Background: an optimization exercise with open tools, aiming at small area, a short achievable clock period and few clock cycles. Do not read the settings as production practice.
Where RTL was checked, it was by simulation tests only, not by an equivalence proof against the original.
The RTL of run 3 was laid out without a check of its function.
Power and IR drop assume default switching activity.

$ cat flow/flow/run.sh
#!/bin/bash
set -euo pipefail
bash standard.sh finish "BUFFER_PORTS_ARGS=-buffer_cell sky130_fd_sc_hd__buf_4" SETUP_SLACK_MARGIN=8.55 "CTS_ARGS=-sink_clustering_enable -repair_clock_nets -sink_clustering_size 28 -sink_clustering_max_diameter 70 -sink_clustering_levels 1 -distance_between_buffers 500 -branching_point_buffers_distance 500" > standard_flow.log 2>&1
$ cat flow/standard.sh
#!/bin/bash
# synth_recipe.tcl (not shown) runs the flow's synth.tcl, then flattens the netlist and writes it again
# the make line also repeats each setting of config.mk as NAME=value (left out here)
make -C /OpenROAD-flow-scripts/flow DESIGN_CONFIG=/design/flow/config.mk WORK_HOME=/design/flow/orfs CLKGATE_MAP_FILE= SYNTH_SCRIPT=/design/flow/synth_recipe.tcl "${@:-finish}"
$ cat flow/config.mk
export PLATFORM = sky130hd
export DESIGN_NAME = LASER
export DESIGN_NICKNAME = LASER
export VERILOG_FILES = /design/flow/design.v
export SDC_FILE = /design/flow/constraint.sdc
export NUM_CORES = 4
export LEC_CHECK = 0
export CAP_MARGIN = 20
export CORE_MARGIN = 2
export CORE_UTILIZATION = 40
export SLEW_MARGIN = 20
$ cat flow/constraint.sdc
create_clock -name core_clock -period 12.0 [get_ports {CLK}]
set_input_delay 2.4000 -clock core_clock [delete_from_list [all_inputs] [get_ports {CLK}]]
set_output_delay 2.4000 -clock core_clock [all_outputs]
set_load 0.01 [all_outputs]
$ cat flow/design.v
module LASER (
input CLK,
input RST,
input [3:0] X,
input [3:0] Y,
output reg [3:0] C1X,
output reg [3:0] C1Y,
output reg [3:0] C2X,
output reg [3:0] C2Y,
output reg DONE);
reg [3:0] c1x, c1y, c2x, c2y;
localparam NR = 38;            
localparam OP_NONE = 2'd0, OP_CAND = 2'd1, OP_REF = 2'd2, OP_INIT = 2'd3;
function [3:0] dm;
    input [3:0] a;
    input [3:0] q;
    reg k1, k2, k3;
    begin
        dm[0] = a[0] ^ q[0];
        k1 = a[0] & q[0];
        dm[1] = a[1] ^ q[1] ^ k1;
        k2 = (a[1] & q[1]) | (k1 & (a[1] ^ q[1]));
        dm[2] = a[2] ^ q[2] ^ k2;
        k3 = (a[2] & q[2]) | (k2 & (a[2] ^ q[2]));
        dm[3] = a[3] ^ q[3] ^ k3;
    end
endfunction
function [5:0] cside;
    input [3:0] c;
    cside = {c + 4'd1, c[3] & c[2], ~c[3] & ~c[2]};
endfunction
function cov;
    input [5:0] sx, sy;
    input [7:0] q;
    reg [3:0] dx, dy;
    reg fx, fy, t;
    begin
        fx = (sx[1] & q[7] & q[6]) | (sx[0] & ~q[7] & ~q[6]);
        fy = (sy[1] & q[3] & q[2]) | (sy[0] & ~q[3] & ~q[2]);
        dx = dm(sx[5:2], q[7:4]);
        dy = dm(sy[5:2], q[3:0]);
        case ({dx, dy})
            8'h00, 8'h01, 8'h02, 8'h03, 8'h04, 8'h0c, 8'h0d, 8'h0e, 8'h0f,
            8'h10, 8'h11, 8'h12, 8'h13, 8'h1d, 8'h1e, 8'h1f,
            8'h20, 8'h21, 8'h22, 8'h23, 8'h2d, 8'h2e, 8'h2f,
            8'h30, 8'h31, 8'h32, 8'h3e, 8'h3f,
            8'h40,
            8'hc0,
            8'hd0, 8'hd1, 8'hd2, 8'hde, 8'hdf,
            8'he0, 8'he1, 8'he2, 8'he3, 8'hed, 8'hee, 8'hef,
            8'hf0, 8'hf1, 8'hf2, 8'hf3, 8'hfd, 8'hfe, 8'hff: t = 1'b1;
            default: t = 1'b0;
        endcase
        cov = t & ~fx & ~fy;
    end
endfunction
function [7:0] mv;
    input [3:0] x, y;
    input circ;
    input [1:0] d;
    input [2:0] s;
    begin
        case (d)
            2'd0: mv = {x + {1'b0, s}, y};
            2'd1: mv = {x - {1'b0, s}, y};
            2'd2: mv = {x, circ ? y - {1'b0, s} : y + {1'b0, s}};
            default: mv = {x, circ ? y + {1'b0, s} : y - {1'b0, s}};
        endcase
    end
endfunction
function [1:0] fa;
    input a, b, c;
    fa = {(a & b) | (a & c) | (b & c), a ^ b ^ c};
endfunction
function [3:0] pc13;
    input [12:0] b;
    reg [1:0] a1, a2, a3, a4, b1, b2, c1, c2, d1, e1;
    begin
        a1 = fa(b[0], b[1], b[2]);
        a2 = fa(b[3], b[4], b[5]);
        a3 = fa(b[6], b[7], b[8]);
        a4 = fa(b[9], b[10], b[11]);
        b1 = fa(a1[0], a2[0], a3[0]);
        b2 = fa(a4[0], b[12], b1[0]);           
        c1 = fa(a1[1], a2[1], a3[1]);
        c2 = fa(a4[1], b1[1], b2[1]);
        d1 = fa(c1[0], c2[0], 1'b0);             
        e1 = fa(c1[1], c2[1], d1[1]);            
        pc13 = {e1[1], e1[0], d1[0], b2[0]};
    end
endfunction
function [2:0] pc7;
    input [6:0] b;
    reg [1:0] s1, s2, s3, s4;
    begin
        s1 = fa(b[0], b[1], b[2]);
        s2 = fa(b[3], b[4], b[5]);
        s3 = fa(s1[0], s2[0], b[6]);
        s4 = fa(s1[1], s2[1], s3[1]);
        pc7 = {s4[1], s4[0], s3[0]};
    end
endfunction
reg inph;
reg [5:0] cnt;
reg ldr, p0r, p1r, lastr;
reg [3:0] qxr, qyr;           
reg [5:0] rxr, ryr;           
reg [7:0] p1q;
reg [7:0] ring [0:NR-1];
integer j;
always @(posedge CLK or posedge RST) begin
    if (RST) begin
        inph <= 1'b1; cnt <= 6'd0;
        ldr <= 1'b0; p0r <= 1'b0; p1r <= 1'b0; lastr <= 1'b0;
    end else begin
        if (!inph && !srch && !lastr) begin    
            inph <= 1'b1; cnt <= 6'd0;
        end else if (inph) begin
            cnt <= cnt + 6'd1;
            if (cnt == 6'd39) inph <= 1'b0;
        end
        ldr <= inph;
        p0r <= inph && cnt == 6'd0;
        p1r <= inph && cnt == 6'd1;
        lastr <= inph && cnt == 6'd39;
    end
end
always @(posedge CLK) begin
    DONE <= done_n;
    C1X <= c1x; C1Y <= c1y; C2X <= c2x; C2Y <= c2y;
    if (ldr) begin
        qxr <= qxn; rxr <= rxn;
        qyr <= qyn; ryr <= ryn;
    end
    if (p1r) p1q <= ring[0];
    ring[0] <= inph ? ~{X, Y} : ring[NR-1];
    for (j = 1; j < NR; j = j + 1) ring[j] <= ring[j-1];
end
wire [3:0] xr = ~ring[0][7:4];
wire [3:0] yr = ~ring[0][3:0];
wire [5:0] tx_ = (p0r ? 6'd0 : rxr) + {2'd0, xr};
wire [5:0] ty_ = (p0r ? 6'd0 : ryr) + {2'd0, yr};
wire ovx = tx_ >= 6'd40;
wire ovy = ty_ >= 6'd40;
wire [3:0] qxn = (p0r ? 4'd0 : qxr) + {3'd0, ovx};
wire [3:0] qyn = (p0r ? 4'd0 : qyr) + {3'd0, ovy};
wire [5:0] rxn = ovx ? tx_ - 6'd40 : tx_;
wire [5:0] ryn = ovy ? ty_ - 6'd40 : ty_;
wire [3:0] qx = qxn;
wire [3:0] qy = qyn;
reg srch, stopped;
reg circle, ch, acc;
reg [1:0] d;
reg [2:0] I;
reg [5:0] maxc;
reg [1:0] op0, op1, op2;
reg [5:0] sx0, sy0, tx0, ty0;    
reg [6:0] mt0, mt1, mt2;         
reg [NR:0] u1;                   
reg [3:0] g2 [0:2];              
reg [NR-1:0] m1, m2;             
reg m1p, m2p;                    
wire [2:0] s_main = ch ? 3'd1 : I;
wire [3:0] movx = circle ? c1x : c2x;
wire [3:0] movy = circle ? c1y : c2y;
wire [7:0] ic = mv(movx, movy, circle, d, s_main);
wire [7:0] ip = mv(movx, movy, circle, d, I);
wire [5:0] nmax = ~maxc;
wire [5:0] count = {2'd0, g2[0]} + {2'd0, g2[1]} + {2'd0, g2[2]};
wire [3:0] cs_s, cs_c;
wire [5:0] ct_s, ct_c;
genvar h;
generate
    for (h = 0; h < 4; h = h + 1) begin : CSA1
        assign {cs_c[h], cs_s[h]} = fa(g2[0][h], g2[1][h], g2[2][h]);
    end
    for (h = 0; h < 6; h = h + 1) begin : CSA2
        wire a_ = (h < 4) ? cs_s[h] : 1'b0;
        wire b_ = (h >= 1 && h <= 4) ? cs_c[h-1] : 1'b0;
        assign {ct_c[h], ct_s[h]} = fa(a_, b_, nmax[h]);
    end
endgenerate
wire [6:0] cg, cp;
assign cg[0] = 1'b0; assign cp[0] = ct_s[0];
generate
    for (h = 1; h < 6; h = h + 1) begin : GP
        assign cg[h] = ct_s[h] & ct_c[h-1];
        assign cp[h] = ct_s[h] | ct_c[h-1];
    end
endgenerate
wire c6 = cg[5] | (cp[5] & (cg[4] | (cp[4] & (cg[3] | (cp[3] & (cg[2] | (cp[2] & cg[1])))))));
wire accept = (op2 == OP_CAND) && (ct_c[5] ^ c6);
wire kc = mt2[6];
wire [1:0] kd = mt2[5:4];
wire [2:0] kI = mt2[3:1];
wire kch = mt2[0];
wire [3:0] kmx = kc ? c1x : c2x;
wire [3:0] kmy = kc ? c1y : c2y;
wire [7:0] kcand = mv(kmx, kmy, kc, kd, kch ? 3'd1 : kI);
wire cent = lastr;
wire done_n = srch && stopped && op0 == OP_NONE && op1 == OP_NONE &&
              (op2 == OP_NONE || (op2 == OP_CAND && !accept));
always @(posedge CLK or posedge RST) begin
    if (RST) begin
        srch <= 1'b0; op0 <= OP_NONE; op1 <= OP_NONE; op2 <= OP_NONE;
    end else begin
        if (done_n) srch <= 1'b0;
        else if (cent) srch <= 1'b1;
        op2 <= accept ? OP_NONE : op1;
        op1 <= (accept || op0 == OP_REF) ? OP_NONE : op0;
        if (accept) op0 <= OP_REF;
        else if (cent) op0 <= OP_INIT;
        else if (srch && !stopped) op0 <= OP_CAND;
        else op0 <= OP_NONE;
    end
end
wire [NR-1:0] fm = mt0[6] ? m2 : m1;
wire fmp = mt0[6] ? m2p : m1p;
wire init0 = (op0 == OP_INIT);
wire wr1 = (op0 == OP_REF && mt0[6]) || init0;
wire wr2 = (op0 == OP_REF && !mt0[6]) || init0;
wire [NR-1:0] chk;
wire chkp = cov(tx0, ty0, p1q);
genvar g;
generate
    for (g = 0; g < NR; g = g + 1) begin : CK
        assign chk[g] = cov(sx0, sy0, ring[g]);
    end
endgenerate
always @(posedge CLK) begin
    if (accept) begin
        sx0 <= cside(kcand[7:4]); sy0 <= cside(kcand[3:0]);
        tx0 <= cside(kcand[7:4]); ty0 <= cside(kcand[3:0]);
        mt0 <= {kc, 6'd0};
        if (kc) begin c1x <= kcand[7:4]; c1y <= kcand[3:0]; end
        else    begin c2x <= kcand[7:4]; c2y <= kcand[3:0]; end
        maxc <= count;
        stopped <= 1'b0;
        ch <= 1'b1;
        if (kd == 2'd3) begin
            circle <= ~kc; d <= 2'd0; I <= 3'd1; acc <= 1'b0;
        end else begin
            circle <= kc; d <= kd + 2'd1; I <= kch ? 3'd1 : kI; acc <= 1'b1;
        end
    end else if (cent) begin
        c1x <= qx; c1y <= qy; c2x <= qx; c2y <= qy;
        sx0 <= cside(qx); sy0 <= cside(qy); tx0 <= cside(qx); ty0 <= cside(qy);
        mt0 <= 7'd0;
        stopped <= 1'b0; circle <= 1'b0; d <= 2'd0; I <= 3'd1; ch <= 1'b0; acc <= 1'b0;
    end else begin
        if (op2 == OP_INIT) begin
            maxc <= count;
            ch <= count != 6'd0;
        end
        sx0 <= cside(ic[7:4]); sy0 <= cside(ic[3:0]);
        tx0 <= cside(ip[7:4]); ty0 <= cside(ip[3:0]);
        mt0 <= {circle, d, I, ch};
        if (srch && !stopped) begin
            if (d == 2'd3) begin
                circle <= ~circle; d <= 2'd0;
                if (!ch && I == 3'd7) stopped <= 1'b1;
                I <= ch ? 3'd1 : I + 3'd1;
                ch <= acc; acc <= 1'b0;
            end else begin
                d <= d + 2'd1;
                if (ch) I <= 3'd1;
            end
        end
    end
    for (j = 0; j < NR; j = j + 1)
        u1[j] <= chk[j] | (fm[j] & ~init0);
    u1[NR] <= chkp | (fmp & ~init0);
    mt1 <= mt0;
    for (j = 0; j < NR; j = j + 1) begin
        m1[j] <= wr1 ? chk[(j+NR-1)%NR] : m1[(j+NR-1)%NR];
        m2[j] <= wr2 ? chk[(j+NR-1)%NR] : m2[(j+NR-1)%NR];
    end
    if (wr1) m1p <= chkp;
    if (wr2) m2p <= chkp;
    g2[0] <= pc13(u1[12:0]);
    g2[1] <= pc13(u1[25:13]);
    g2[2] <= pc13(u1[38:26]);
    mt2 <= mt1;
end
endmodule
==> results.toml, run 1 <==
[place]
finalWeightedCongestion = 0.857
portBuffers = 26
place_ws_ns = 8.03
dpl.hpwl_um = 49300
dp.cells = 4075
dpl_cell_area_um2 = 32400

[worst_hold_path]
hold_class = "reg2reg"

[clock_tree]
clk_pin_slew_ns = 0.09
root_buffer = "clkbuf_16"
clk_latency_ns = 0.61
htreeDepth = 2
cts_made_buffers = 38
cts_max_path_buffers = 3
cts.sinks = 572
cts_tree = "done"

[synth]
seq_area_frac_synth_pct = 39.2
synth_edf_count = 59
synth_area_um2 = 31000
synth_top_area_share_pct = 32.0
synth_fa_ha_area_share_pct = 19.4
ys_warn_count = 3
yosys-top-cells-area = "dfxtp_1, fa_1, ha_1"
synth_compound_area_share_pct = 12.7
async_flop_share_pct = 3.15
syn_nets = 3420
ys_types = 88
syn-instance-count = 3058
synth_top_cell_by_area = "dfxtp_1"
synthXorXnorAreaFrac_pct = 6.39
synthSimpleGateAreaFrac_pct = 12.5
synth_mux_area_share_pct = 3.80
syn_area_per_cell_um2 = 10.1
synth-seq-cells = 572
synthFlopType = "dfxtp_1"
synth_top_family_by_area = "adder cells"

[routing]
drtIter0Drc = 1479
route.vias.total = 21535
first_pass_iters = 7
ant_nets = 0
wl_per_cell_um = 17.6
drc_errors = 0
wl_um = 73700
vias_per_cell = 5.14

[sta]
setup_viol = 0
maxSlewViolCount = 0
fin_crit_ns = 3.45
finalCritPeriodShare_pct = 28.8
hold_viol = 0
fin_skew_ns = 0.0422
rsz0062_at_grt = "yes"
fin_tns_setup_ns = 0
max_freq_mhz = 290
timing.final.ws_setup_ns = 8.55
max_slew_margin_pct = 38.9
tightest_slew_ns = 0.917

[floorplan]
coreArea_um2 = 77100
fp.dieH_um = 282
die-area_um2 = 79700
die_w_um = 282
ioPinCount = 27
row_count = 102
start_util_pct = 40.2

[grt]
overflow = 0
grt_pass1_vias = 21048
antenna_found_initial = 0
grt.total_usage_pct = 18.4
grt_max_degree = 69
grt_pass1_wl_um = 116000

[run_status]
status = "timing/DRC/antenna clean"

[layout]
final_cell_mix = "dfxtp_1, inv_1, fa_1"
syn2layout_area_growth_pct = 11.5
layout-drive-gt1-share_pct = 9.52
fin_area_um2 = 34500
antenna_cells = 0
layout_commonest_cell = "dfxtp_1"
fin_cells = 4190
final_nets = 3482

[setup_path]
crit_fanout = 1
critPathCaptureType = "output port"
critPathTopFamily = "flip-flops"
slowest_stage = "dfxtp_2"
required_ns = 9.60
worstSetupPathType = "reg2out"
cp-start-kind = "flop"
max_stage_delay_ns = 0.33
path_cells = "buf_6"
worst-path-buf-inv = 1
cp.arrival_ns = 1.05

[power]
powerDensity_nw_per_um2 = 317
finalPower_uw = 11000
peakVddDrop_uv = 138
p_leak_uw = 0.0146

[job]
cap_violations = 0
-- cells by family after synthesis --
| kind of cell | Yosys count |
|---|---|
| and+or+nand+nor | 752 |
| AOI/OAI and AO/OA | 595 |
| DFF | 572 |
| buffers and inverters | 483 |
| adders and majority gates | 360 |
| xor gates and xnor gates | 181 |
| muxes | 115 |
-- metrics by stage --
step                utilization, %  hold slack, ns
floorplan                        -           0.310
global placement              42.1           0.310
detailed placement            42.1           0.312
CTS                           44.2           0.334
global route                  44.8           0.336
finish                        44.8           0.331
-- registers in the layout, indices dropped and copies added (netlist names), 7 cells and up --
name,cells
g2,12
mt1,7
mt0,7
u1,39
mt2,7
ring,304
m2,38
p1q,8
m1,38
-- power breakdown --
group          total (uW)  switching (uW)  internal [uW]  leakage [uW]
Sequential           2600             223           2380       0.00492
Clock                1470             792            674      0.000661
Combinational        6890            3950           2940       0.00898
-- layer usage --
layer  vias up  global-route usage, %  wire length (um)  share of wire, %
met2       406                   30.4             34400                47
met3        99                   2.09              2850               3.9
met5         -                      0                 0                 0
li1      10586                      -                 -                 -
met1     10444                   25.9             34800                47
met4         0                   4.30              1670               2.3
-- path summary, 6_finish.rpt --
| path | startpoint | end | slack (ns) | depth (start not counted) |
|---|---|---|---|---|
| max in group asynchronous | RST | p0r$_DFF_PP0_ | 9.42 | 2 |
| setup / recovery | C1X[0]$_DFF_P_ | C1X[0] | 8.55 | 1 |
| hold reg to reg | mt1[4]$_DFF_P_ | mt2[4]$_DFF_P_ | 0.33 | 0 |
| min in group asynchronous | RST | srch$_DFFE_PP0P_ | 1.96 | 2 |
| hold / removal | mt1[4]$_DFF_P_ | mt2[4]$_DFF_P_ | 0.33 | 0 |
| setup reg to reg | circle$_DFFE_PP_ | sy0[5]$_DFF_P_ | 8.66 | 11 |
-- synthesized netlist by cell type (34+ instances only) --
| cell | number |
|---|---|
| nor2b_1 | 51 |
| a32oi_1 | 64 |
| nand3_1 | 83 |
| clkbuf_1 | 51 |
| nand2_1 | 183 |
| fa_1 | 202 |
| edfxtp_1 | 59 |
| inv_1 | 411 |
| nand2b_1 | 88 |
| ha_1 | 150 |
| xnor2_1 | 125 |
| nor3b_1 | 34 |
| dfxtp_1 | 495 |
| o21ai_0 | 196 |
| nor2_1 | 167 |
| mux2i_1 | 93 |
| a21oi_1 | 84 |
-- repair_timing --
item	CTS	global route
pin swaps	4	10
endpoints found under the setup margin	190	90
cloned	0	3
hold buffers	0	0
setup buffers	12	30
gates resized for setup	58	45
-- layout make-up --
type	count	area (um^2)
Fill cell	7359	42500
Timing Repair Buffer	91	848
Inverter	413	1570
Multi-Input combinational cell	2004	17300
Tap cell	1040	1300
Clock buffer	43	980
Sequential cell	572	12200
Clock inverter	27	390
Testbench counts, summed over its fixed seeds: cycles 44,462.
==> run 2, diff against run 1 <==
--- a/flow/design.v
+++ b/flow/design.v
@@ -10,4 +10,5 @@
 output reg DONE);
 reg [3:0] c1x, c1y, c2x, c2y;
+reg done_i;
 localparam NR = 38;            
 localparam OP_NONE = 2'd0, OP_CAND = 2'd1, OP_REF = 2'd2, OP_INIT = 2'd3;
@@ -103,6 +104,8 @@
 reg inph;
 reg [5:0] cnt;
-reg ldr, p0r, p1r, lastr;
+reg [3:0] xr, yr;
+reg ldr, p1r, lastr;
 reg [3:0] qxr, qyr;           
+reg [3:0] qx1r, qy1r;         
 reg [5:0] rxr, ryr;           
 reg [7:0] p1q;
@@ -112,7 +115,7 @@
     if (RST) begin
         inph <= 1'b1; cnt <= 6'd0;
-        ldr <= 1'b0; p0r <= 1'b0; p1r <= 1'b0; lastr <= 1'b0;
-    end else begin
-        if (!inph && !srch && !lastr) begin    
+        ldr <= 1'b0; p1r <= 1'b0; lastr <= 1'b0;
+    end else begin
+        if (done_i) begin
             inph <= 1'b1; cnt <= 6'd0;
         end else if (inph) begin
@@ -121,5 +124,4 @@
         end
         ldr <= inph;
-        p0r <= inph && cnt == 6'd0;
         p1r <= inph && cnt == 6'd1;
         lastr <= inph && cnt == 6'd39;
@@ -127,22 +129,25 @@
 end
 always @(posedge CLK) begin
-    DONE <= done_n;
     C1X <= c1x; C1Y <= c1y; C2X <= c2x; C2Y <= c2y;
+    xr <= X; yr <= Y;
     if (ldr) begin
-        qxr <= qxn; rxr <= rxn;
-        qyr <= qyn; ryr <= ryn;
-    end
-    if (p1r) p1q <= ring[0];
-    ring[0] <= inph ? ~{X, Y} : ring[NR-1];
+        qxr <= qxn; rxr <= rxn; qx1r <= qx1n;
+        qyr <= qyn; ryr <= ryn; qy1r <= qy1n;
+    end else begin
+        qxr <= 4'd0; rxr <= 6'd0; qx1r <= 4'd1;
+        qyr <= 4'd0; ryr <= 6'd0; qy1r <= 4'd1;
+    end
+    if (p1r) p1q <= ~{xr, yr};
+    ring[0] <= ldr ? ~{xr, yr} : ring[NR-1];
     for (j = 1; j < NR; j = j + 1) ring[j] <= ring[j-1];
 end
-wire [3:0] xr = ~ring[0][7:4];
-wire [3:0] yr = ~ring[0][3:0];
-wire [5:0] tx_ = (p0r ? 6'd0 : rxr) + {2'd0, xr};
-wire [5:0] ty_ = (p0r ? 6'd0 : ryr) + {2'd0, yr};
+wire [5:0] tx_ = rxr + {2'd0, xr};
+wire [5:0] ty_ = ryr + {2'd0, yr};
 wire ovx = tx_ >= 6'd40;
 wire ovy = ty_ >= 6'd40;
-wire [3:0] qxn = (p0r ? 4'd0 : qxr) + {3'd0, ovx};
-wire [3:0] qyn = (p0r ? 4'd0 : qyr) + {3'd0, ovy};
+wire [3:0] qxn = ovx ? qx1r : qxr;
+wire [3:0] qyn = ovy ? qy1r : qyr;
+wire [3:0] qx1n = ovx ? qx1r + 4'd1 : qx1r;
+wire [3:0] qy1n = ovy ? qy1r + 4'd1 : qy1r;
 wire [5:0] rxn = ovx ? tx_ - 6'd40 : tx_;
 wire [5:0] ryn = ovy ? ty_ - 6'd40 : ty_;
@@ -203,6 +208,8 @@
 always @(posedge CLK or posedge RST) begin
     if (RST) begin
-        srch <= 1'b0; op0 <= OP_NONE; op1 <= OP_NONE; op2 <= OP_NONE;
-    end else begin
+        srch <= 1'b0; op0 <= OP_NONE; op1 <= OP_NONE; op2 <= OP_NONE; DONE <= 1'b0; done_i <= 1'b0;
+    end else begin
+        DONE <= done_n;
+        done_i <= done_n;
         if (done_n) srch <= 1'b0;
         else if (cent) srch <= 1'b1;
@@ -245,5 +252,8 @@
     end else if (cent) begin
         c1x <= qx; c1y <= qy; c2x <= qx; c2y <= qy;
-        sx0 <= cside(qx); sy0 <= cside(qy); tx0 <= cside(qx); ty0 <= cside(qy);
+        sx0 <= {qx1n, qx[3] & qx[2], ~qx[3] & ~qx[2]};
+        sy0 <= {qy1n, qy[3] & qy[2], ~qy[3] & ~qy[2]};
+        tx0 <= {qx1n, qx[3] & qx[2], ~qx[3] & ~qx[2]};
+        ty0 <= {qy1n, qy[3] & qy[2], ~qy[3] & ~qy[2]};
         mt0 <= 7'd0;
         stopped <= 1'b0; circle <= 1'b0; d <= 2'd0; I <= 3'd1; ch <= 1'b0; acc <= 1'b0;
@@ -253,8 +263,8 @@
             ch <= count != 6'd0;
         end
-        sx0 <= cside(ic[7:4]); sy0 <= cside(ic[3:0]);
-        tx0 <= cside(ip[7:4]); ty0 <= cside(ip[3:0]);
-        mt0 <= {circle, d, I, ch};
         if (srch && !stopped) begin
+            sx0 <= cside(ic[7:4]); sy0 <= cside(ic[3:0]);
+            tx0 <= cside(ip[7:4]); ty0 <= cside(ip[3:0]);
+            mt0 <= {circle, d, I, ch};
             if (d == 2'd3) begin
                 circle <= ~circle; d <= 2'd0;
==> flow/flow/run.sh (replaced) <==
#!/bin/bash
# The standard layout, with two changes to how it is made:
#  - port buffers of a regular buffer cell (buf_4) instead of the delay cell
#    that buffer_ports picks by default;
#  - repair_timing asked for more setup margin than the 12 ns clock needs,
#    so that it also works on paths that already meet 12 ns.
set -euo pipefail
bash standard.sh finish "BUFFER_PORTS_ARGS=-buffer_cell sky130_fd_sc_hd__buf_4" SETUP_SLACK_MARGIN=8.5 > standard_flow.log 2>&1
==> results.toml, run 2 <==
[power]
peakVddDrop_uv = 106
p_leak_uw = 0.0152
powerDensity_nw_per_um2 = 113

[clock_tree]
root_buffer = "clkbuf_16"
cts.sinks = 587
cts_max_path_buffers = 3
cts_made_buffers = 69
htreeDepth = 3
clk_latency_ns = 0.61
cts_tree = "done"
clk_pin_slew_ns = 0.06
hold_buffers = 0

[grt]
overflow = 0
grt_pass1_vias = 22808
grt_pass1_wl_um = 124000
antenna_found_initial = 2
grt.total_usage_pct = 18.8
grt_max_degree = 62

[synth]
syn_nets = 3609
seq_area_frac_synth_pct = 38.6
yosys-top-cells-count = "dfxtp_1, inv_1, nand2_1"
synth_edf_count = 64
synth_area_um2 = 32300
syn_area_per_cell_um2 = 9.94
ys_types = 89
synth-seq-cells = 587
async_flop_share_pct = 3.07
synth.most_common_cell = "dfxtp_1"
synth_top_area_share_pct = 31.3
synthFlopType = "dfxtp_1"
yosys-top-cells-area = "dfxtp_1, fa_1, edfxtp_1"
syn-instance-count = 3252
synth_top_cell_by_area = "dfxtp_1"
ys_warn_count = 3

[sta]
tightest_slew_ns = 0.949
max_freq_mhz = 283
timing.final.ws_setup_ns = 8.46
max_slew_margin_pct = 36.7
rsz0062_at_grt = "yes"
fin_tns_setup_ns = 0
maxSlewViolCount = 0
hold_viol = 0
setup_viol = 0
fin_skew_ns = 0.0219
fin_crit_ns = 3.54
finalCritPeriodShare_pct = 29.5

[setup_path]
critPathCaptureType = "output port"
worst-path-buf-inv = 1
critPathTopFamily = "flip-flops"
cp.arrival_ns = 1.14
path_cells = "buf_6"
r2r_cells = 12
worstSetupPathType = "reg2out"
slowest_stage = "dfrtp_2"
cp.depth = 1
required_ns = 9.60
cp-start-kind = "flop"
max_stage_delay_ns = 0.41
crit_fanout = 2

[place]
dpl.hpwl_um = 52200
place_ws_ns = 7.70
finalWeightedCongestion = 0.866
dpl_cell_area_um2 = 33900
portBuffers = 26

[layout]
layout_commonest_cell = "dfxtp_1"
syn2layout_area_growth_pct = 14.4
fin_area_um2 = 37000
multiInputGateArea_um2 = 18500
layout-drive-gt1-share_pct = 11.7
largest_register_ffs = 304
top_register = "ring"
regArea_um2 = 12500
final_nets = 3671
largestRegisters = "ring (304), u1 (39)"
final_cell_mix = "dfxtp_1, inv_1, nand2_1"
nFillCells = 7395

[routing]
drtIter0Drc = 1623
route.vias.total = 23230
first_pass_iters = 6
vias_per_cell = 5.24
drc_errors = 0
ant_nets = 0
wl_per_cell_um = 17.9
wl_um = 79100

[floorplan]
die-area_um2 = 83100
ioPinCount = 27
fp.dieH_um = 288
die_w_um = 288
row_count = 104
start_util_pct = 40.2
coreArea_um2 = 80300

[job]
cap_violations = 0

[worst_hold_path]
min_path_cells = 0
hold_class = "reg2reg"

[run_status]
status = "timing/DRC/antenna clean"
run 2: area by class of cell:
| type | count | area share (%) |
|---|---|---|
| Multi-Input combinational cell | 2175 | 50.0 |
| Sequential cell | 587 | 33.8 |
| Clock buffer | 95 | 5.49 |
| Inverter | 405 | 4.16 |
| Tap cell | 1060 | 3.59 |
| Timing Repair Buffer | 76 | 2.04 |
| Clock inverter | 33 | 0.958 |
| Antenna cell | 1 | 0.00677 |
run 2: timing repair:
item	CTS	global route
gates cloned	0	6
gates resized for setup	27	64
setup buffers	10	7
setup endpoints to repair	191	87
pin swaps	2	5
run 2: cells by family (layout without fill, tap and decap cells):
kind of cell / after synthesis / in the layout / synth area share [%]
adder cells (fa/ha/maj): 348 / 348 / 18.2
XOR/XNOR: 182 / 182 / 6.11
multiplexers: 139 / 139 / 4.47
buffers and inverters: 490 / 609 / 5.88
AO/OA/AOI/OAI: 617 / 617 / 12.6
flip-flops: 587 / 587 / 38.6
other: 0 / 1 / 0
AND/OR/NAND/NOR: 889 / 889 / 14.2
run 2: routing by layer:
metal | GRT usage (%) | vias up | wire length [um]
met5 | 0 | - | 0
met4 | 6.08 | 0 | 2410
met3 | 2.76 | 156 | 3870
met2 | 30.2 | 536 | 35700
met1 | 26.1 | 11227 | 37100
li1 | - | 11311 | -
run 2: worst register-to-register path, stage by stage (launching register included):
cell	delay, ns
edfxtp_1	0.44
clkbuf_16	0.27
ha_1	0.19
inv_1	0.06
fa_2	0.38
fa_1	0.37
xnor3_1	0.33
nor4bb_2	0.30
nand2_1	0.11
a2111oi_2	0.31
a21oi_1	0.09
a31oi_2	0.31
mux2_4	0.21
run 2: final timing paths:
kind	start	end	slack [ns]
max in group asynchronous	RST	DONE$_DFF_PP0_	9.52
max reg2reg	sx0[2]$_DFFE_PP_	m2[26]$_DFF_P_	8.57
min reg2reg	mt1[0]$_DFF_P_	mt2[0]$_DFF_P_	0.32
min in group asynchronous	RST	DONE$_DFF_PP0_	1.94
max	DONE$_DFF_PP0_	DONE	8.46
min	mt1[0]$_DFF_P_	mt2[0]$_DFF_P_	0.32
run 2: per-stage QoR:
step / hold slack [ns] / power, uW / utilization, % / cells
finish: 0.324 / 4180 / 46.0 / 4432
global route: 0.329 / 4300 / 46.0 / 4431
CTS: 0.326 / 4220 / 45.5 / 4418
detailed placement: 0.316 / 2040 / 42.3 / 4280
global placement: 0.311 / 2040 / 42.3 / 4280
floorplan: 0.310 / 2030 / - / 3252
run 2: power breakdown:
part / internal [uW] / leakage (uW) / switching [uW]
clock: 1320 / 0.00117 / 862
sequential: 1980 / 0.00483 / 1.70
combinational: 4.49 / 0.00918 / 5.58
Testbench counts of run 2, summed over its fixed seeds: cycles 44,462.
==> run 3, diff against run 2 <==
--- a/flow/design.v
+++ b/flow/design.v
@@ -105,5 +105,5 @@
 reg [5:0] cnt;
 reg [3:0] xr, yr;
-reg ldr, p1r, lastr;
+reg ldr, p0r, p1r, lastr;
 reg [3:0] qxr, qyr;           
 reg [3:0] qx1r, qy1r;         
@@ -115,5 +115,5 @@
     if (RST) begin
         inph <= 1'b1; cnt <= 6'd0;
-        ldr <= 1'b0; p1r <= 1'b0; lastr <= 1'b0;
+        ldr <= 1'b0; p0r <= 1'b0; p1r <= 1'b0; lastr <= 1'b0;
     end else begin
         if (done_i) begin
@@ -124,4 +124,5 @@
         end
         ldr <= inph;
+        p0r <= inph && cnt == 6'd0;
         p1r <= inph && cnt == 6'd1;
         lastr <= inph && cnt == 6'd39;
@@ -204,6 +205,5 @@
 wire [7:0] kcand = mv(kmx, kmy, kc, kd, kch ? 3'd1 : kI);
 wire cent = lastr;
-wire done_n = srch && stopped && op0 == OP_NONE && op1 == OP_NONE &&
-              (op2 == OP_NONE || (op2 == OP_CAND && !accept));
+wire done_n = srch && stopped && op0 == OP_NONE && op1 == OP_NONE && op2 == OP_NONE;
 always @(posedge CLK or posedge RST) begin
     if (RST) begin
@@ -222,6 +222,15 @@
     end
 end
-wire [NR-1:0] fm = mt0[6] ? m2 : m1;
-wire fmp = mt0[6] ? m2p : m1p;
+genvar g;
+wire [NR-1:0] fm = mt1[6] ? m2 : m1;
+wire fmp = mt1[6] ? m2p : m1p;
+wire nofix = (op1 == OP_INIT);
+wire [NR:0] uu;
+generate
+    for (g = 0; g < NR; g = g + 1) begin : UU
+        assign uu[g] = u1[g] | (fm[(g+1)%NR] & ~nofix);
+    end
+endgenerate
+assign uu[NR] = u1[NR] | (fmp & ~nofix);
 wire init0 = (op0 == OP_INIT);
 wire wr1 = (op0 == OP_REF && mt0[6]) || init0;
@@ -229,5 +238,4 @@
 wire [NR-1:0] chk;
 wire chkp = cov(tx0, ty0, p1q);
-genvar g;
 generate
     for (g = 0; g < NR; g = g + 1) begin : CK
@@ -278,7 +286,5 @@
         end
     end
-    for (j = 0; j < NR; j = j + 1)
-        u1[j] <= chk[j] | (fm[j] & ~init0);
-    u1[NR] <= chkp | (fmp & ~init0);
+    u1 <= {chkp, chk};
     mt1 <= mt0;
     for (j = 0; j < NR; j = j + 1) begin
@@ -288,7 +294,7 @@
     if (wr1) m1p <= chkp;
     if (wr2) m2p <= chkp;
-    g2[0] <= pc13(u1[12:0]);
-    g2[1] <= pc13(u1[25:13]);
-    g2[2] <= pc13(u1[38:26]);
+    g2[0] <= pc13(uu[12:0]);
+    g2[1] <= pc13(uu[25:13]);
+    g2[2] <= pc13(uu[38:26]);
     mt2 <= mt1;
 end
--- a/flow/flow/run.sh
+++ b/flow/flow/run.sh
@@ -6,3 +6,3 @@
 #    so that it also works on paths that already meet 12 ns.
 set -euo pipefail
-bash standard.sh finish "BUFFER_PORTS_ARGS=-buffer_cell sky130_fd_sc_hd__buf_4" SETUP_SLACK_MARGIN=8.5 > standard_flow.log 2>&1
+bash standard.sh finish "BUFFER_PORTS_ARGS=-buffer_cell sky130_fd_sc_hd__buf_4" SETUP_SLACK_MARGIN=8.6 > standard_flow.log 2>&1
==> results.toml, run 3 <==
[clock_tree]
cts_max_path_buffers = 3
hold_buffers = 0
clk_latency_ns = 0.62
cts_made_buffers = 68
cts_tree = "done"
root_buffer = "clkbuf_16"
htreeDepth = 3
cts.sinks = 587
clk_pin_slew_ns = 0.07

[layout]
largest_register_ffs = 304
antenna_cells = 0
layout-drive-gt1-share_pct = 17.4
post-route-util_pct = 47.9
layout_commonest_cell = "dfxtp_1"
largestRegisters = "ring (304), u1 (39)"
syn2layout_area_growth_pct = 18.5
final_cell_mix = "dfxtp_1, inv_1, nor2_1"
fin_area_um2 = 37900
fin_cells = 4385
top_register = "ring"
final_nets = 3640

[floorplan]
die-area_um2 = 82300
fp.dieH_um = 287
coreArea_um2 = 79100
ioPinCount = 27
die_w_um = 287
row_count = 103
start_util_pct = 40.5

[synth]
syn_area_per_cell_um2 = 10.1
synth_edf_count = 64
yosys-top-cells-area = "dfxtp_1, fa_1, edfxtp_1"
synth_area_um2 = 32000
syn_nets = 3516
yosys-top-cells-count = "dfxtp_1, inv_1, nor2_1"
synth-seq-cells = 587
synthFlopType = "dfxtp_1"
ys_types = 91
synth_top_area_share_pct = 31.6
synth_top_cell_by_area = "dfxtp_1"
async_flop_share_pct = 3.07
syn-instance-count = 3159
synth.most_common_cell = "dfxtp_1"
seq_area_frac_synth_pct = 39.0
ys_warn_count = 3

[setup_path]
worst-path-buf-inv = 4
critPathCaptureType = "flop"
max_stage_delay_ns = 0.57
regToRegSetupSlack_ns = 8.30
crit_fanout = 5
required_ns = 12.55
worstSetupPathType = "reg2reg"
cp.arrival_ns = 4.26
crit_path_frequent_cell = "fa_1"
r2r_cells = 12
critPathTopFamily = "adder cells"
regToRegEndpoint = "g2[2][2]$_DFF_P_"
cp-start-kind = "flop"
path_cells = "buf_12 -> buf_16 -> mux2i_2 -> o21bai_2 -> fa_1 -> inv_2 -> fa_1 -> fa_2 -> inv_2 -> fa_1 -> ha_2 -> fa_2"
slowest_stage = "fa_1"
r2r-start = "mt1[6]$_DFF_P_"

[place]
finalWeightedCongestion = 0.833
dpl_cell_area_um2 = 33700
dp.cells = 4181
portBuffers = 26
dpl.hpwl_um = 51300
place_ws_ns = 7.85

[run_status]
status = "timing/DRC/antenna clean"

[routing]
vias_per_cell = 5.31
drc_errors = 0
route.vias.total = 23279
first_pass_iters = 6
drtIter0Drc = 1574
wl_per_cell_um = 18.4
ant_nets = 0
wl_um = 80700

[sta]
maxSlewViolCount = 0
fin_skew_ns = 0.0296
max_freq_mhz = 270
setup_viol = 0
timing.final.ws_setup_ns = 8.30
rsz0062_at_grt = "yes"
finalCritPeriodShare_pct = 30.9
max_slew_margin_pct = 26.9
fin_tns_setup_ns = 0
fin_crit_ns = 3.70
tightest_slew_ns = 1.10
hold_viol = 0

[worst_hold_path]
min_path_cells = 0
hp-start = "mt1[5]$_DFF_P_"
min_to = "mt2[5]$_DFF_P_"
hold_class = "reg2reg"

[grt]
grt_pass1_wl_um = 126000
overflow = 0
grt.total_usage_pct = 19.3
grt_max_degree = 39
grt_pass1_vias = 22596
antenna_found_initial = 1

[job]
cap_violations = 0

[power]
powerDensity_nw_per_um2 = 109
peakVddDrop_uv = 96.2
p_leak_uw = 0.0158
[run 3: cell count changes in the layout (fill, tap and decap cells not counted), moves of 24 or more]
cell / previous run / this run
nor2_1: 161 / 224
o21ai_0: 140 / 89
nand3_1: 88 / 49
mux2_2: 39 / 76
nand2_1: 251 / 216
a31oi_1: 58 / 26
inv_1: 398 / 370
a32oi_1: 37 / 61
[run 3: repair_timing]
action                                  4_1_cts  5_1_grt
pin swaps                                     6       39
setup buffers                                26       43
cloned                                        9        4
gates resized for setup                      92      128
endpoints found under the setup margin      240      171
[run 3: kinds of logic (layout without fill, tap and decap cells)]
kind of cell,after synthesis,after routing,synth area share (%)
compound gates,597,597,12.9
xor+xnor,194,194,6.03
fa+ha+maj,348,348,18.3
buf+inv,462,637,5.67
flops,587,587,39.0
mux,177,177,5.85
simple gates,794,795,12.2
[run 3: through the flow]
stage	power, uW	hold WS [ns]
2_1_floorplan	2030	0.310
3_3_place_gp	2030	0.311
3_5_place_dp	2030	0.317
4_1_cts	4160	0.328
5_1_grt	4250	0.347
6_report	4120	0.326
[run 3: layer usage]
layer	vias to the layer above	share of wire, %	global-route usage, %
met1	11432	46	26.6
li1	11148	-	-
met2	591	47	31.7
met3	108	4.9	3.02
met5	-	0	0
met4	0	1.8	5.01
[run 3: layout make-up]
cell class / count / area, um^2
Inverter: 386 / 1470
Fill cell: 7326 / 41200
Multi-Input combinational cell: 2111 / 18800
Clock buffer: 95 / 1990
Timing Repair Buffer: 128 / 1540
Tap cell: 1050 / 1310
Clock inverter: 27 / 313
Sequential cell: 587 / 12500
Timing Repair inverter: 1 / 7.51
[run 3: power by group]
group | internal [uW] | leakage (uW) | switching [uW]
sequential | 1980 | 0.00482 | 1.75
clock | 1270 | 0.00113 | 857
combinational | 3.89 | 0.00982 | 4.92
[run 3: worst max-delay path by stage]
stage / startpoint / endpoint / slack (ns) / cells past startpoint
floorplan: sy0[3]$_DFFE_PP_ / m1[15]$_DFF_P_ / 8.21 / 10
global placement: mt1[6]$_DFF_P_ / g2[1][2]$_DFF_P_ / 7.92 / 10
detailed placement: sy0[2]$_DFFE_PP_ / m1[15]$_DFF_P_ / 7.85 / 12
CTS: mt1[6]$_DFF_P_ / g2[1][2]$_DFF_P_ / 8.30 / 12
global route: mt1[6]$_DFF_P_ / g2[2][2]$_DFF_P_ / 8.18 / 12
finish: mt1[6]$_DFF_P_ / g2[2][2]$_DFF_P_ / 8.30 / 12

-- re-timing with driven ports --
Ports are ideal in the flow. The routed layouts listed here were re-timed in OpenROAD. Step 1 assumes that a clkbuf_16 drives the clock port and a buf_2 every other input. Step 2 times the ports against the registers' clock, not the clock port: input delays grow and output delays shrink by t, the midpoint of the rising clock arrivals with the driver on. Three values: no drivers, after step 1, after step 2; two values: the first two.
run | t (ns) | setup WS [ns] | hold WS [ns] | clock arrival spread, ns
run 1 | 0.651 | 8.549 / 8.485 / 8.659 | 0.331 / 0.331 / 0.331 | 0.049 / 0.049
run 2 | 0.663 | 8.462 / 8.400 / 8.571 | 0.324 / 0.324 / 0.324 | 0.023 / 0.022
run 3 | 0.667 | 8.296 / 8.296 / 8.296 | 0.326 / 0.326 / 0.326 | 0.030 / 0.030
After both steps setup and hold are still met in every run listed.
